From an optimization exercise on the open Yosys and OpenROAD flow, aimed at small area; shortcuts taken in it are not production practice. RTL that was checked went through simulation tests only; none was proved equivalent to the original. No driver is modelled on the clock port, so clock power and skew are understated where the tree is cut down; a real chip needs a root buffer or a tree. Power is estimated from default activity; no workload was simulated.

==> flow/design.v (excerpt) <==
module top_time_clock(
    input i_clk, i_reset, i_mode, i_onOff,
    input i_inc_hour, i_inc_min, i_clr_sec,
    output [7:0] o_font,
    output [3:0] o_digit
    );
For scale: ~0.0018 mm2 of cells after synthesis.
==> module top_time_clock, before the edit <==
module top_time_clock(
    input i_clk, i_reset, i_mode, i_onOff,
    input i_inc_hour, i_inc_min, i_clr_sec,
    output [7:0] o_font,
    output [3:0] o_digit
    );
    reg [2:0] r_q; reg r_t;         
    reg [2:0] r_s;                  
    reg [3:0] r_u;                  
    reg [3:0] r_cu, r_ct;           
    reg [5:0] r_sec, r_min;
    reg [4:0] r_hour;
    wire w = r_q[2] & ~r_q[1];
    wire tick = w & ~r_t;
    wire u9 = r_u[3] & r_u[0];
    wire cu9 = r_cu[3] & r_cu[0];
    wire ct9 = r_ct[3] & r_ct[0];
    wire s59 = r_sec[5] & r_sec[4] & r_sec[3] & r_sec[1] & r_sec[0];
    wire m59 = r_min[5] & r_min[4] & r_min[3] & r_min[1] & r_min[0];
    wire h23 = r_hour[4] & r_hour[2] & r_hour[1] & r_hour[0];
    wire cu_inc = tick & u9;
    wire ct_inc = cu_inc & cu9;
    wire s_inc = ct_inc & ct9;
    wire m_carry = s_inc & s59;
    wire m_inc = i_inc_min | m_carry;
    wire h_inc = i_inc_hour | (m_carry & m59);
    function [3:0] inc9; input [3:0] b;
        inc9 = {(b[3] & ~b[0]) | (b[2] & b[1] & b[0]),
                b[2] ^ (b[1] & b[0]),
                (b[1] ^ b[0]) & ~b[3],
                ~b[0]};
    endfunction
    always @(posedge i_clk or posedge i_reset) begin
        if (i_reset) begin
            r_q <= 0; r_t <= 0; r_s <= 0; r_u <= 0; r_cu <= 0; r_ct <= 0;
            r_sec <= 0; r_min <= 0; r_hour <= 0;
        end else begin
            r_q <= {r_q[1:0], ~(r_q[1] | r_q[2])};
            if (w) r_t <= ~r_t;
            if (tick) r_s <= r_s + 3'd1;
            if (i_clr_sec) begin
                r_u <= 0; r_cu <= 0; r_ct <= 0; r_sec <= 0;
            end else begin
                if (tick) r_u <= inc9(r_u);
                if (cu_inc) r_cu <= inc9(r_cu);
                if (ct_inc) r_ct <= inc9(r_ct);
                if (s_inc) r_sec <= s59 ? 6'd0 : r_sec + 6'd1;
            end
            if (m_inc) r_min <= m59 ? 6'd0 : r_min + 6'd1;
            if (h_inc) r_hour <= h23 ? 5'd0 : r_hour + 5'd1;
        end
    end
    assign o_digit = ~(4'b0001 << r_s[1:0]);
    reg [5:0] x;
    always @(*) begin
        case ({i_mode, r_s[1]})
            2'b00: x = r_min;
            2'b01: x = {1'b0, r_hour};
            default: x = r_sec;
        endcase
    end
    function [3:0] a3; input [3:0] v;
        a3 = {v[3] | (v[2] & (v[1] | v[0])),
              (v[2] & ~v[1] & ~v[0]) | (v[3] & v[0]),
              (~v[2] & v[1]) | (v[2] & v[1] & v[0]) | (v[3] & ~v[0]),
              (~v[3] & ~v[2] & v[0]) | (v[2] & v[1] & ~v[0]) | (v[3] & ~v[0])};
    endfunction
    wire [3:0] dd_a = a3({1'b0, x[5:3]});
    wire [3:0] dd_b = a3({dd_a[2:0], x[2]});
    wire [3:0] dd_c = a3({dd_b[2:0], x[1]});
    wire [3:0] ones = {dd_c[2:0], x[0]};
    wire [3:0] tens = {1'b0, dd_a[3], dd_b[3], dd_c[3]};
    wire [3:0] digit = (i_mode & ~r_s[1]) ? (r_s[0] ? r_ct : r_cu) : (r_s[0] ? tens : ones);
    reg [6:0] seg;
    always @(*) begin
        case (digit)
            4'd0: seg = 7'h40;
            4'd1: seg = 7'h79;
            4'd2: seg = 7'h24;
            4'd3: seg = 7'h30;
            4'd4: seg = 7'h19;
            4'd5: seg = 7'h12;
            4'd6: seg = 7'h02;
            4'd7: seg = 7'h78;
            4'd8: seg = 7'h00;
            default: seg = 7'h10;
        endcase
    end
    wire blank = i_onOff | r_s[2];
    assign o_font[6:0] = blank ? 7'h7f : seg;
    assign o_font[7] = ~(~i_onOff & (r_s == 3'd6) & (r_ct[3] | (r_ct[2] & (r_ct[1] | r_ct[0]))));
endmodule
clock: 12.0 ns
lec_check: 0
cap_margin: 20
core_margin: 2
core_utilization: 40
slew_margin: 20
standard.sh (not shown) runs the stock make flow with config.mk's settings and CLKGATE_MAP_FILE= SYNTH_SCRIPT=/design/flow/synth_recipe.tcl, a recipe that flattens the netlist after the stock synthesis.
==> flow/flow/run.sh <==
#!/bin/bash
# Own layout flow: the standard synthesis (standard.sh synth), then an area-oriented
# re-mapping of the combinational logic only (every register instance kept with its name
# and cell type), then the standard ORFS steps from floorplan to finish, with buf_1 port
# buffers and a small clock tree. Each tool writes its own log in this folder.
set -euo pipefail
source flow/params.sh
WORK=$PWD
RES=$WORK/orfs/results/$FLOW_PLATFORM/top_time_clock/base
export REMAP_LIB=$FLOW_HOME/platforms/$FLOW_PLATFORM/lib/sky130_fd_sc_hd__tt_025C_1v80.lib
export FLOW_TOP

bash standard.sh synth > 1_synth_standard.log 2>&1
cp $RES/1_2_yosys.v $WORK/synth_standard.v

for s in flow/abc_*.script; do
  n=$(basename $s .script)
  ( export REMAP_IN=$WORK/synth_standard.v REMAP_OUT=$WORK/remap_$n.v REMAP_SCRIPT=$WORK/$s
    timeout 900 yosys -c flow/remap.tcl > remap_$n.log 2>&1 || true ) &
  while (( $(jobs -r | wc -l) >= ${NUM_CORES:-4} )); do sleep 1; done
done
wait
best=""; best_area=""
for s in flow/abc_*.script; do
  n=$(basename $s .script)
  f=$WORK/remap_$n.v
  [[ -f $f.stat && -f $f ]] || continue
  a=$(awk '/Chip area/ {print $NF}' $f.stat)
  echo "$n $a" >> remap_areas.log
  if [[ -z "$best" ]] || awk "BEGIN{exit !($a < $best_area)}"; then best=$f; best_area=$a; fi
done
echo "best: $best $best_area" >> remap_areas.log
if [[ -n "$best" ]]; then
  cp $best $RES/1_2_yosys.v
  touch $RES/1_2_yosys.v
fi

bash standard.sh finish \
  "BUFFER_PORTS_ARGS=-buffer_cell sky130_fd_sc_hd__buf_1" \
  "CTS_ARGS=$CTS_ARGS" \
  "PRE_CTS_TCL=$PRE_CTS_TCL" \
  > 2_finish_standard.log 2>&1
Other scripts of this flow, unchanged in this note and not shown: flow/flow/abc_j1.script, flow/flow/abc_j10.script, flow/flow/abc_j11.script, flow/flow/abc_j12.script, flow/flow/abc_j2.script, flow/flow/abc_j3.script, flow/flow/abc_j4.script, flow/flow/abc_j5.script, flow/flow/abc_j6.script, flow/flow/abc_j7.script, flow/flow/abc_j8.script, flow/flow/abc_j9.script, flow/flow/cts_single.tcl, flow/flow/params.sh, flow/flow/remap.tcl
The baseline passed the timing, design-rule and antenna checks.
Change:
--- a/flow/design.v
+++ b/flow/design.v
@@ -8,5 +8,5 @@
     reg [2:0] r_q; reg r_t;         
     reg [2:0] r_s;                  
-    reg [3:0] r_u;                  
+    reg [2:0] r_uq; reg r_ut;       
     reg [3:0] r_cu, r_ct;           
     reg [5:0] r_sec, r_min;
@@ -14,5 +14,6 @@
     wire w = r_q[2] & ~r_q[1];
     wire tick = w & ~r_t;
-    wire u9 = r_u[3] & r_u[0];
+    wire u4 = r_uq[2] & ~r_uq[1];
+    wire u9 = u4 & r_ut;
     wire cu9 = r_cu[3] & r_cu[0];
     wire ct9 = r_ct[3] & r_ct[0];
@@ -34,5 +35,5 @@
     always @(posedge i_clk or posedge i_reset) begin
         if (i_reset) begin
-            r_q <= 0; r_t <= 0; r_s <= 0; r_u <= 0; r_cu <= 0; r_ct <= 0;
+            r_q <= 0; r_t <= 0; r_s <= 0; r_uq <= 0; r_ut <= 0; r_cu <= 0; r_ct <= 0;
             r_sec <= 0; r_min <= 0; r_hour <= 0;
         end else begin
@@ -41,7 +42,10 @@
             if (tick) r_s <= r_s + 3'd1;
             if (i_clr_sec) begin
-                r_u <= 0; r_cu <= 0; r_ct <= 0; r_sec <= 0;
+                r_uq <= 0; r_ut <= 0; r_cu <= 0; r_ct <= 0; r_sec <= 0;
             end else begin
-                if (tick) r_u <= inc9(r_u);
+                if (tick) begin
+                    r_uq <= {r_uq[1:0], ~(r_uq[1] | r_uq[2])};
+                    if (u4) r_ut <= ~r_ut;
+                end
                 if (cu_inc) r_cu <= inc9(r_cu);
                 if (ct_inc) r_ct <= inc9(r_ct);
=>
- The new run produced a clean layout
- power falls by 0.81%
- combinational power falls by 4.4%
- clock power rises by about 3%
- via count rises by 0.90%
- wire length rises by 1.1%
- final cell count rises by 1.0%
- global-route usage falls by 0.28 points
- worst hold slack gets better by 0.0050 ns
- flip-flop and latch count does not change
No functional check of the RTL was part of any run of this note. No run of this note takes its clock network from TritonCTS; it comes from the design's own scripts or RTL.

---

== main ==
top_time_clock, a different RTL version from the one above (not shown whole).
Size: about 240 cells after synthesis, about 19 I/O pins, about 0.0019 mm² of cells after synthesis.
==> module top_time_clock, before the edit <==
module top_time_clock(
    input i_clk, i_reset, i_mode, i_onOff,
    input i_inc_hour, i_inc_min, i_clr_sec,
    output [7:0] o_font,
    output [3:0] o_digit
    );
    reg [2:0] r_q; reg r_t;         
    reg [2:0] r_s;                  
    reg [6:0] r_m;                  
    reg [3:0] r_ct;                 
    reg [5:0] r_sec, r_min;
    reg [4:0] r_hour;
    wire w = r_q[2] & ~r_q[1];
    wire tick = w & ~r_t;
    wire m99 = r_m[6] & r_m[5] & r_m[1] & r_m[0];
    wire ct9 = r_ct[3] & r_ct[0];
    wire s59 = r_sec[5] & r_sec[4] & r_sec[3] & r_sec[1] & r_sec[0];
    wire m59 = r_min[5] & r_min[4] & r_min[3] & r_min[1] & r_min[0];
    wire h23 = r_hour[4] & r_hour[2] & r_hour[1] & r_hour[0];
    wire ct_inc = tick & m99;
    wire s_inc = ct_inc & ct9;
    wire m_carry = s_inc & s59;
    wire m_inc = i_inc_min | m_carry;
    wire h_inc = i_inc_hour | (m_carry & m59);
    always @(posedge i_clk or posedge i_reset) begin
        if (i_reset) begin
            r_q <= 0; r_t <= 0; r_s <= 0; r_m <= 0; r_ct <= 0;
            r_sec <= 0; r_min <= 0; r_hour <= 0;
        end else begin
            r_q <= {r_q[1:0], ~(r_q[1] | r_q[2])};
            if (w) r_t <= ~r_t;
            if (tick) r_s <= r_s + 3'd1;
            if (i_clr_sec) begin
                r_m <= 0; r_ct <= 0; r_sec <= 0;
            end else begin
                if (tick) r_m <= m99 ? 7'd0 : r_m + 7'd1;
                if (ct_inc) r_ct <= ct9 ? 4'd0 : r_ct + 4'd1;
                if (s_inc) r_sec <= s59 ? 6'd0 : r_sec + 6'd1;
            end
            if (m_inc) r_min <= m59 ? 6'd0 : r_min + 6'd1;
            if (h_inc) r_hour <= h23 ? 5'd0 : r_hour + 5'd1;
        end
    end
    assign o_digit = ~(4'b0001 << r_s[1:0]);
    reg [6:0] x;
    always @(*) begin
        case ({i_mode, r_s[1]})
            2'b00: x = {1'b0, r_min};
            2'b01: x = {2'b0, r_hour};
            2'b10: x = r_m;
            default: x = {1'b0, r_sec};
        endcase
    end
    function [3:0] a3; input [3:0] v; a3 = (v >= 4'd5) ? v + 4'd3 : v; endfunction
    wire [3:0] dd_a = a3({1'b0, x[6:4]});
    wire [3:0] dd_b = a3({dd_a[2:0], x[3]});
    wire [3:0] dd_c = a3({dd_b[2:0], x[2]});
    wire [3:0] dd_d = a3({dd_c[2:0], x[1]});
    wire [3:0] ones = {dd_d[2:0], x[0]};
    wire [3:0] tens = {dd_a[3], dd_b[3], dd_c[3], dd_d[3]};
    wire hund = i_mode & ~r_s[1];
    wire [3:0] digit = (hund & r_s[0]) ? r_ct : ((r_s[0] | hund) ? tens : ones);
    reg [6:0] seg;
    always @(*) begin
        case (digit)
            4'd0: seg = 7'h40;
            4'd1: seg = 7'h79;
            4'd2: seg = 7'h24;
            4'd3: seg = 7'h30;
            4'd4: seg = 7'h19;
            4'd5: seg = 7'h12;
            4'd6: seg = 7'h02;
            4'd7: seg = 7'h78;
            4'd8: seg = 7'h00;
            default: seg = 7'h10;
        endcase
    end
    wire blank = i_onOff | r_s[2];
    assign o_font[6:0] = blank ? 7'h7f : seg;
    assign o_font[7] = ~(~i_onOff & (r_s == 3'd6) & (r_ct[3] | (r_ct[2] & (r_ct[1] | r_ct[0]))));
endmodule
==> flow/config.mk <==
export PLATFORM = sky130hd
export DESIGN_NAME = top_time_clock
export DESIGN_NICKNAME = top_time_clock
export VERILOG_FILES = /design/flow/design.v
export SDC_FILE = /design/flow/constraint.sdc
export NUM_CORES = 4
export LEC_CHECK = 0
export CAP_MARGIN = 20
export CORE_MARGIN = 2
export CORE_UTILIZATION = 40
export SLEW_MARGIN = 20
==> flow/constraint.sdc <==
create_clock -name core_clock -period 12.0 [get_ports {i_clk}]
set_input_delay 2.4000 -clock core_clock [delete_from_list [all_inputs] [get_ports {i_clk}]]
set_output_delay 2.4000 -clock core_clock [all_outputs]
set_load 0.01 [all_outputs]
Scripts as last shown in full above: flow/flow/run.sh
Other scripts of this flow, unchanged in this note and not shown: flow/flow/abc_j1.script, flow/flow/abc_j10.script, flow/flow/abc_j11.script, flow/flow/abc_j12.script, flow/flow/abc_j2.script, flow/flow/abc_j3.script, flow/flow/abc_j4.script, flow/flow/abc_j5.script, flow/flow/abc_j6.script, flow/flow/abc_j7.script, flow/flow/abc_j8.script, flow/flow/abc_j9.script, flow/flow/cts_single.tcl, flow/flow/params.sh, flow/flow/remap.tcl
--- input diff main..the feature branch ---
==> flow/design.v <==
`timescale 1ns / 1ps
module top_time_clock(
    input i_clk, i_reset, i_mode, i_onOff,
    input i_inc_hour, i_inc_min, i_clr_sec,
    output [7:0] o_font,
    output [3:0] o_digit
    );
    reg [2:0] r_q; reg r_t;         
    reg [2:0] r_s;                  
    reg [3:0] r_u;                  
    reg [3:0] r_cu, r_ct;           
    reg [5:0] r_sec, r_min;
    reg [4:0] r_hour;
    wire w = r_q[2] & ~r_q[1];
    wire tick = w & ~r_t;
    wire u9 = r_u[3] & r_u[0];
    wire cu9 = r_cu[3] & r_cu[0];
    wire ct9 = r_ct[3] & r_ct[0];
    wire s59 = r_sec[5] & r_sec[4] & r_sec[3] & r_sec[1] & r_sec[0];
    wire m59 = r_min[5] & r_min[4] & r_min[3] & r_min[1] & r_min[0];
    wire h23 = r_hour[4] & r_hour[2] & r_hour[1] & r_hour[0];
    wire cu_inc = tick & u9;
    wire ct_inc = cu_inc & cu9;
    wire s_inc = ct_inc & ct9;
    wire m_carry = s_inc & s59;
    wire m_inc = i_inc_min | m_carry;
    wire h_inc = i_inc_hour | (m_carry & m59);
    always @(posedge i_clk or posedge i_reset) begin
        if (i_reset) begin
            r_q <= 0; r_t <= 0; r_s <= 0; r_u <= 0; r_cu <= 0; r_ct <= 0;
            r_sec <= 0; r_min <= 0; r_hour <= 0;
        end else begin
            r_q <= {r_q[1:0], ~(r_q[1] | r_q[2])};
            if (w) r_t <= ~r_t;
            if (tick) r_s <= r_s + 3'd1;
            if (i_clr_sec) begin
                r_u <= 0; r_cu <= 0; r_ct <= 0; r_sec <= 0;
            end else begin
                if (tick) r_u <= u9 ? 4'd0 : r_u + 4'd1;
                if (cu_inc) r_cu <= cu9 ? 4'd0 : r_cu + 4'd1;
                if (ct_inc) r_ct <= ct9 ? 4'd0 : r_ct + 4'd1;
                if (s_inc) r_sec <= s59 ? 6'd0 : r_sec + 6'd1;
            end
            if (m_inc) r_min <= m59 ? 6'd0 : r_min + 6'd1;
            if (h_inc) r_hour <= h23 ? 5'd0 : r_hour + 5'd1;
        end
    end
    assign o_digit = ~(4'b0001 << r_s[1:0]);
    reg [5:0] x;
    always @(*) begin
        case ({i_mode, r_s[1]})
            2'b00: x = r_min;
            2'b01: x = {1'b0, r_hour};
            default: x = r_sec;
        endcase
    end
    function [3:0] a3; input [3:0] v; a3 = (v >= 4'd5) ? v + 4'd3 : v; endfunction
    wire [3:0] dd_a = a3({1'b0, x[5:3]});
    wire [3:0] dd_b = a3({dd_a[2:0], x[2]});
    wire [3:0] dd_c = a3({dd_b[2:0], x[1]});
    wire [3:0] ones = {dd_c[2:0], x[0]};
    wire [3:0] tens = {1'b0, dd_a[3], dd_b[3], dd_c[3]};
    wire [3:0] digit = (i_mode & ~r_s[1]) ? (r_s[0] ? r_ct : r_cu) : (r_s[0] ? tens : ones);
    reg [6:0] seg;
    always @(*) begin
        case (digit)
            4'd0: seg = 7'h40;
            4'd1: seg = 7'h79;
            4'd2: seg = 7'h24;
            4'd3: seg = 7'h30;
            4'd4: seg = 7'h19;
            4'd5: seg = 7'h12;
            4'd6: seg = 7'h02;
            4'd7: seg = 7'h78;
            4'd8: seg = 7'h00;
            default: seg = 7'h10;
        endcase
    end
    wire blank = i_onOff | r_s[2];
    assign o_font[6:0] = blank ? 7'h7f : seg;
    assign o_font[7] = ~(~i_onOff & (r_s == 3'd6) & (r_ct[3] | (r_ct[2] & (r_ct[1] | r_ct[0]))));
endmodule
- Looking at the reports, the feature branch completed the entire flow and the layout it produced met the timing, design-rule and antenna checks.
- nor4_1 as the master of the slowest instance on the critical path was reported by the feature branch, and a222oi_1 by main.
- Comparing the two runs side by side, the feature branch comes out ahead of main on final period demand of the worst path.
- Total internal power in the feature branch is about 8% above main.
- Diff main -> the feature branch: total instance count after detailed placement has decreased, combined area of the multi-input logic cells has decreased, cell area after synthesis has decreased.
- The final area in the feature branch sits about 1.7% below the value recorded for main.
- On critical path depth: between the feature branch and main, it ends up lower for the feature branch.
- Between the feature branch and main, the pin count of the biggest net entering global routing is higher for the feature branch.
- In the reports for the feature branch and main, the smaller maximum net fanout on the critical path belongs to main.
- Changes observed in the feature branch relative to main: final worst slack went up by 350 ps, wire length went down 260 µm, slew of the pin with the lowest slew margin grew by 260 ps, utilization after layout saw a decrease.
Only the layout flow was run in main; the RTL was not checked for function there. No run of this note takes its clock network from TritonCTS; it comes from the design's own scripts or RTL.

==> afterwards: timing with drivers on the ports <==
The flow's constraints put no driver on any port. The routed layouts listed below were extracted and timed again, unchanged, in two steps. Step 1, drivers: a clkbuf_16 drives i_clk and a buf_2 each remaining input, both assumed. Step 2, shift: input delay + t, output delay - t, t = (earliest + latest rising clock arrival at the registers) / 2. This alone moves slack from input paths to output paths. a / b / c = ideal ports / drivers / drivers and shift; a / b = the first two.
run	t (ns)	slack for setup (ns)	worst setup path after step 2	cell pins on the clock port's net
the first run of note 1	0.197	3.931 / 3.898 / 3.898	input to output	2
the second run of note 1	0.202	4.422 / 4.400 / 4.400	input to output	2
main	0.200	3.720 / 3.687 / 3.687	input to output	2
the feature branch	0.199	4.073 / 4.040 / 4.040	input to output	2
After both steps setup and hold are still met in every run listed.
